What follows belongs to an exercise in optimizing a design on an open flow for small area; a production flow would make more cautious choices. In this exercise RTL edits were held to simulation tests only and were not proved equivalent to the original. No activity file was given, so power comes from the tool's default toggle rates.

==> inputs of 10-04 <==
==> flow/design.v <==
module counter(
    input  wire clk,
    input  wire rst,
    output wire tick
    );
    reg [17:0] s;
    assign tick = (s == 18'h1add0);
    always @(posedge clk or posedge rst)
        if (rst)
            s <= 18'h3931c;
        else
            s <= {s[16:0], ~^(s & 18'h20400)} ^ ({18{tick}} & 18'h800);
endmodule
module button_debounce(
    input  wire clk,
    input  wire rst,
    input  wire button,
    output reg  valid
    );
    reg [2:0]  shift_reg;
    reg [19:0] counter;
    reg        count_flag;
    wire pos_edge_button = ~shift_reg[2] & shift_reg[1] & shift_reg[0];
    wire counter_end = (counter == 20'hc3af5);
    always @(posedge clk or posedge rst)
        if (rst)
            counter <= 0;
        else if (pos_edge_button | counter_end)
            counter <= 0;
        else
            counter <= {counter[18:0], ~^(counter & 20'h90000)};
    always @(posedge clk or posedge rst)
        if (rst)
            count_flag <= 1'b0;
        else if (pos_edge_button)
            count_flag <= 1'b0;
        else if (counter_end & shift_reg[0])
            count_flag <= 1'b1;
    always @(posedge clk or posedge rst)
        if (rst)
            shift_reg <= 3'b000;
        else
            shift_reg <= {shift_reg[1:0], button};
    always @(posedge clk or posedge rst)
        if (rst)
            valid <= 1'b0;
        else
            valid <= counter_end & shift_reg[0] & ~count_flag;
endmodule
module uart_recv(
    input  wire       clk,
    input  wire       rst,
    input  wire       din,
    output reg        valid,
    output reg  [7:0] data
    );
    reg [3:0]  phase;
    reg [13:0] counter;
    wire idle   = phase[3] & phase[1] & phase[0];       
    wire last   = phase[3] & ~phase[1] & phase[0];      
    wire tail   = phase[3] & phase[1] & ~phase[0];      
    wire sample = (counter == 14'haa2);
    wire done   = (counter == 14'h69b);
    always @(posedge clk)
        if (idle)
            counter <= 14'hd37;
        else
            counter <= {counter[12:0], ~^(counter & 14'h2015)} ^ ({14{sample}} & 14'h8);
    always @(posedge clk)
        if (sample & ~last)
            data <= {din, data[7:1]};
    always @(posedge clk or posedge rst)
        if (rst)
            phase <= 4'd11;
        else if (idle)
            phase <= din ? 4'd11 : 4'd0;
        else if (sample | (tail & done))
            phase <= phase + 4'd1;
    always @(posedge clk or posedge rst)
        if (rst)
            valid <= 1'b0;
        else
            valid <= sample & last;
endmodule
module uart_send(
    input  wire       clk,
    input  wire       rst,
    input  wire       valid,
    input  wire [7:0] data,
    output wire       dout
    );
    reg [9:0]  sh;
    reg [13:0] cnt;
    wire bit_end = (cnt == 14'haa2);
    always @(posedge clk)
        if (valid)
            cnt <= 14'haa2;
        else
            cnt <= {cnt[12:0], ~^(cnt & 14'h2015)} ^ ({14{bit_end}} & 14'h8);
    always @(posedge clk or posedge rst)
        if (rst)
            sh <= 10'h3ff;
        else if (valid)
            sh <= {data, 1'b0, sh[0]};
        else if (bit_end)
            sh <= {1'b1, sh[9:1]};
    assign dout = sh[0];
endmodule
module led_display(
    input  wire       clk,
    input  wire       rst,
    input  wire       valid,
    input  wire [7:0] data,
    output wire [7:0] led_en,
    output wire [7:0] led_cx
    );
    wire hi3 = ~data[7] & ~data[6] &  data[5] &  data[4];
    wire hi4 = ~data[7] &  data[6] & ~data[5] & ~data[4];
    wire is_hex = hi3 & (~data[3] | (~data[2] & ~data[1]))
                | hi4 & ~data[3] & (data[2] | data[1] | data[0]) & ~(data[2] & data[1] & data[0]);
    wire [4:0] code = {5{is_hex}} & {data[4], ~data[3:0]};
    reg [4:0] b0, b1, b2, b3, b4, b5, b6, b7;
    always @(posedge clk or posedge rst)
        if (rst) begin
            b0 <= 5'd0; b1 <= 5'd0; b2 <= 5'd0; b3 <= 5'd0;
            b4 <= 5'd0; b5 <= 5'd0; b6 <= 5'd0; b7 <= 5'd0;
        end else if (valid) begin
            b7 <= b6; b6 <= b5; b5 <= b4; b4 <= b3;
            b3 <= b2; b2 <= b1; b1 <= b0; b0 <= code;
        end
    wire tick;
    counter u_counter(.clk(clk), .rst(rst), .tick(tick));
    reg [2:0] sel;
    reg [4:0] c;
    always @(posedge clk or posedge rst)
        if (rst) begin
            sel <= 3'd7;
            c   <= 5'd0;
        end else if (tick) begin
            sel <= sel - 3'd1;
            case (sel)
                3'd0: c <= b0;
                3'd1: c <= b1;
                3'd2: c <= b2;
                3'd3: c <= b3;
                3'd4: c <= b4;
                3'd5: c <= b5;
                3'd6: c <= b6;
                default: c <= b7;
            endcase
        end
    assign led_en[0] = ~(sel == 3'd7);
    assign led_en[1] = ~(sel == 3'd0);
    assign led_en[2] = ~(sel == 3'd1);
    assign led_en[3] = ~(sel == 3'd2);
    assign led_en[4] = ~(sel == 3'd3);
    assign led_en[5] = ~(sel == 3'd4);
    assign led_en[6] = ~(sel == 3'd5);
    assign led_en[7] = ~(sel == 3'd6);
    assign led_cx[7] = (c[0] & c[1] & ~c[2]) | (~c[1] & ~c[3]) | (~c[1] & c[2] & ~c[4]) | (~c[0] & c[1] & c[2] & c[3] & c[4]);
    assign led_cx[6] = (c[0] & ~c[1] & ~c[2]) | (~c[0] & c[1] & ~c[2]) | (~c[1] & ~c[4]);
    assign led_cx[5] = ~((c[0] & c[1]) | (c[1] & c[2]) | (~c[0] & c[4]) | (~c[2] & c[4]) | (c[0] & c[2] & ~c[4]));
    assign led_cx[4] = (~c[0] & ~c[1] & ~c[2]) | (~c[0] & c[1] & c[2] & c[3]) | (~c[1] & ~c[2] & ~c[4]) | (c[0] & c[1] & ~c[2] & c[4]);
    assign led_cx[3] = ~((c[0] & ~c[1]) | (c[0] & c[2]) | (c[3] & ~c[4]));
    assign led_cx[2] = (~c[0] & ~c[1]) | (c[0] & c[1] & ~c[4]) | (~c[1] & c[2] & c[4]) | (~c[0] & c[2] & c[3] & c[4]);
    assign led_cx[1] = (~c[0] & ~c[1] & ~c[2]) | (c[1] & c[2] & c[3] & c[4]);
    assign led_cx[0] = 1'b1;
endmodule
module top(
    input  wire       clk,
    input  wire       rst,
    input  wire       button,
    input  wire       uart_rx,
    input  wire [7:0] data_in,
    output wire       uart_tx,
    output wire [7:0] led_cx,
    output wire [7:0] led_en
    );
    wire [7:0] data;
    wire valid_send;
    wire valid_recv;
    uart_recv u_uart_recv(.clk(clk), .rst(rst), .din(uart_rx), .valid(valid_recv), .data(data));
    button_debounce u_button_debounce(.clk(clk), .rst(rst), .button(button), .valid(valid_send));
    uart_send u_uart_send(.clk(clk), .rst(rst), .valid(valid_send), .data(data_in), .dout(uart_tx));
    led_display u_led_display(.clk(clk), .rst(rst), .valid(valid_recv), .data(data),
                              .led_en(led_en), .led_cx(led_cx));
endmodule
==> flow/flow/run.sh <==
#!/bin/bash
# Standard ORFS layout with smaller port buffers and a clock tree without dummy loads.
set -euo pipefail
bash standard.sh \
  BUFFER_PORTS_ARGS="-buffer_cell sky130_fd_sc_hd__buf_1" \
  CTS_ARGS="-sink_clustering_enable -repair_clock_nets -dont_use_dummy_load -buf_list sky130_fd_sc_hd__clkbuf_8" \
  finish > flow.log 2>&1
==> flow/standard.sh <==
#!/bin/bash
# synth_recipe.tcl (not shown) runs the flow's synth.tcl, then flattens the netlist and writes it again
# the make line also repeats each setting of config.mk as NAME=value (left out here)
make -C /OpenROAD-flow-scripts/flow DESIGN_CONFIG=/design/flow/config.mk WORK_HOME=/design/flow/orfs CLKGATE_MAP_FILE= SYNTH_SCRIPT=/design/flow/synth_recipe.tcl "${@:-finish}"
==> flow/config.mk <==
export PLATFORM = sky130hd
export DESIGN_NAME = top
export DESIGN_NICKNAME = top
export VERILOG_FILES = /design/flow/design.v
export SDC_FILE = /design/flow/constraint.sdc
export NUM_CORES = 4
export LEC_CHECK = 0
export CAP_MARGIN = 20
export CORE_MARGIN = 2
export CORE_UTILIZATION = 40
export SLEW_MARGIN = 20
==> flow/constraint.sdc <==
create_clock -name core_clock -period 10.0 [get_ports {clk}]
set_input_delay 2.0000 -clock core_clock [delete_from_list [all_inputs] [get_ports {clk}]]
set_output_delay 2.0000 -clock core_clock [all_outputs]
set_load 0.01 [all_outputs]
==> 04-08 (differences from 10-04) <==
==> flow/flow/run.sh (replaced) <==
#!/bin/bash
# Standard ORFS layout with smaller port buffers and a clock tree without dummy loads.
set -euo pipefail
bash standard.sh \
  BUFFER_PORTS_ARGS="-buffer_cell sky130_fd_sc_hd__buf_1" \
  CTS_ARGS="-sink_clustering_enable -repair_clock_nets -dont_use_dummy_load -buf_list sky130_fd_sc_hd__clkbuf_16 -sink_clustering_size 40 -sink_clustering_max_diameter 150" \
  finish > flow.log 2>&1
==> notes <==
- In register-to-register slack, 10-04 and 04-08 hardly differ.
- Against 04-08, the sequential share of layout area of 10-04 is higher by 1.7 points.
- In synthesized area, 10-04 and 04-08 do not differ.
- 10-04 finished clean. 04-08 finished with timing, DRC and antenna clean.
- Between 04-08 and 10-04, the lower clock power is in 10-04 (gap about 50%, measured against 10-04).
- In 04-08 the design area is larger than in 10-04, by about 3%.
- Via count: 04-08 is higher than 10-04 (about 0.45%).
- Cell count is the same in 04-08 and 10-04.
- Of 04-08 and 10-04, 10-04 has the higher clock skew (gap 0.0041 ns).
- Worst setup slack: 10-04 is worse than 04-08 (0.0010 ns).

-- afterwards: timing with drivers on the ports --
In the flow no input, the clock included, has a driving cell. The finished layouts below were timed again as built, in two steps. Step 1 (the two cells are an assumption about what drives the block):
set clk [get_ports {clk}]
set_driving_cell -lib_cell sky130_fd_sc_hd__clkbuf_16 $clk
set_driving_cell -lib_cell sky130_fd_sc_hd__buf_2 [delete_from_list [all_inputs] $clk]
Step 2 also shifts input and output timing later by t, the mid clock arrival at the registers, as if the neighbouring blocks saw the same clock. Slacks: ideal ports / drivers / drivers and shift; pairs: ideal ports / drivers.
run | t, ns | setup WS [ns] | worst register clock-pin slew, ns
10-04 | 0.451 | 6.278 / 6.242 / 6.693 | 0.07 / 0.07
04-08 | 0.447 | 6.279 / 6.236 / 6.683 | 0.05 / 0.05
After both steps every run listed still meets setup and hold.
